Context: an optimization exercise on an open-source flow, tuned for small area and a short achievable clock period. The choices shown serve that exercise and are no tape-out recipe. Power figures rest on the tool's default switching activity, not on a simulated workload.

## P
// stopwatch_01
module stopwatch_01(clk,rst,key_reset,key_start_pasue,key_display_stop,hex0,hex1,hex2,hex3,hex4,hex5,hex6,hex7,led0,led1,led2,led3);
Size in the first run: about 450 cells after synthesis, roughly 65 I/O pins, about 4200 µm² of cells after synthesis.
clock: 5.0 ns
lec_check: 0
cap_margin: 20
core_margin: 2
core_utilization: 40
slew_margin: 20
buffer_ports_args: -buffer_cell sky130_fd_sc_hd__buf_1
standard.sh (not shown) runs the stock make flow with config.mk's settings and CLKGATE_MAP_FILE= SYNTH_SCRIPT=/design/flow/synth_recipe.tcl, a recipe that flattens the netlist after the stock synthesis.
==> flow/flow/run.sh <==
#!/bin/bash
# Standard ORFS layout, with the port buffers inserted as small buf_1 cells
# instead of the default pick. All tool output goes to flow_make.log.
set -euo pipefail
cat >> config.mk <<'MK'
export BUFFER_PORTS_ARGS = -buffer_cell sky130_fd_sc_hd__buf_1
MK
bash standard.sh > flow_make.log 2>&1
diff inputs: P => Q
- changing CORE_UTILIZATION from 40 to 70
- setting ABC_AREA to 1 for the first time
- setting SETUP_SLACK_MARGIN to 3.0 for the first time
## What came out
Flow for Q halted at 4_1_cts, error code DPL-0038.
In the metrics for Q and P, the one carrying the lower starting density of the core is P.
P → Q: count of instances resized after the clock tree is built higher; number of cell rows moved down; final estimated routing congestion in global placement increased about 5%.
Delta(mean instance size in the synthesized netlist, Q - P) < 0
Comparing share of synthesized area spent on multiplexers for Q and P, the bigger number came from P.
Inputs modified between Q and R:
- clearing SETUP_SLACK_MARGIN, which used to be 3.0
- clearing BUFFER_PORTS_ARGS, which used to be -buffer_cell sky130_fd_sc_hd__buf_1
- clearing ABC_AREA, which used to be 1
- swapping 70 for 40 in CORE_UTILIZATION
==> flow/run.sh (new file) <==
#!/bin/bash
# synth_recipe.tcl (not shown) runs the flow's synth.tcl, then flattens the netlist and writes it again
# the make line also repeats each setting of config.mk as NAME=value (left out here)
make -C /OpenROAD-flow-scripts/flow DESIGN_CONFIG=/design/flow/config.mk WORK_HOME=/design/flow/orfs CLKGATE_MAP_FILE= SYNTH_SCRIPT=/design/flow/synth_recipe.tcl finish
removed: flow/flow/run.sh
removed: flow/standard.sh
Results
Of Q and R, the higher vertical extent of the die belongs to R. R reached the final stage; the timing, design-rule and antenna checks on its layout passed. Number of placed instances with taps included shrinks slightly when moving from Q to R. Share of synthesized area occupied by flip-flops and latches in R is 0.74 points below Q. Diff Q -> R | area of the mapped netlist | increase of 1.6%. On share of the synthesized area in compound gates (AO/OA/AOI/OAI), the lower figure sits with R, not Q. As far as count of buffers from port buffering goes, R and Q are indistinguishable; the numbers are identical. Total nets after synthesis in R vs Q: down about 11%. Between R and Q, it is R whose standard cell area after detailed placement is higher, by 470 µm². Cmp Q and R / share of cell area taken by muxes after synthesis / lower: Q. Basic-gate share of the synthesized area counting and, or, nand and nor cells in R is 0.87 points higher than in Q. Of R and Q, it is R that has the lower synthesized instance count.
No run of this note included a check of the RTL's function; only the layout flow was run.

* * *

== lane 3 ==
stopwatch_01, a different RTL version from the one above (not shown whole).
For scale: roughly 610 cells after synthesis, about 65 I/O pins.
Settings: LEC_CHECK=0, ABC_AREA=1, CAP_MARGIN=20, CORE_MARGIN=2, CORE_UTILIZATION=50, SETUP_SLACK_MARGIN=2.8, SLEW_MARGIN=20, SYNTH_HIERARCHICAL=1, BUFFER_PORTS_ARGS=-buffer_cell sky130_fd_sc_hd__buf_1; clock period 5.0 ns.
==> flow/flow/run.sh <==
#!/bin/bash
# Standard ORFS layout, with the port buffers inserted as small buf_1 cells
# instead of the default pick. All tool output goes to flow_make.log.
set -euo pipefail
cat >> config.mk <<'MK'
export BUFFER_PORTS_ARGS = -buffer_cell sky130_fd_sc_hd__buf_1
MK
bash standard.sh > flow_make.log 2>&1
The following lists how lane 2 was set up differently from lane 3:
- SETUP_SLACK_MARGIN removed (was 2.8)
- Looking at net switching power across both flows, lane 2 is the stronger of the two, with lane 3 trailing.
- The launch point of the worst path comes out s3[0]$_DFF_P_ in one run and key_reset in the other, namely in lane 3 and lane 2 respectively.
- For lane 2, the timing endpoint of the critical path was s2[0]$_DFF_P_, unlike lane 3, where it was hex3[3].
- Per-cell routed wire length on lane 2 is down relative to lane 3.
- On post-placement worst setup slack, the lower figure sits with lane 2, not lane 3.
- A slowest library cell on the worst path of sky130_fd_sc_hd__nand2_1 is what lane 2 shows, while sky130_fd_sc_hd__dfxtp_2 belongs to lane 3.
- From lane 3 to lane 2 the numbers moved as follows: post-route fraction of the period consumed by the critical path grew by 9.4 points, fmax shrank by 77 MHz.
No functional check of the RTL was part of any run of this note.

port drivers added, routing unchanged:
In the flow no input, the clock included, has a driving cell. The finished layouts below were timed again as built, in two steps. Step 1 (the two cells are an assumption about what drives the block):
set clk [get_ports {clk}]
set_driving_cell -lib_cell sky130_fd_sc_hd__clkbuf_16 $clk
set_driving_cell -lib_cell sky130_fd_sc_hd__buf_2 [delete_from_list [all_inputs] $clk]
Step 2 moves the port delays by t, midway between the first and last clock arrival at a register: inputs arrive t later, outputs are due t later. That takes back most of the time a late clock gives input paths. Three values: ideal, step 1, step 2; two values: the first two.
run	shift t [ns]	setup WS [ns]	worst register clock-pin slew, ns	pins driven straight from the clock port
P	0.372	2.263 / 2.232 / 2.352	0.08 / 0.08	1
R	0.367	1.890 / 1.860 / 1.840	0.08 / 0.08	1
lane 3	0.382	2.753 / 2.723 / 2.461	0.09 / 0.09	1
lane 2	0.380	2.283 / 2.295 / 1.915	0.08 / 0.08	1
After both steps setup and hold are still met in every run listed. For lane 2, which loses most, drivers alone change the setup slack by +0.012 ns; drivers and shift together by -0.368 ns.
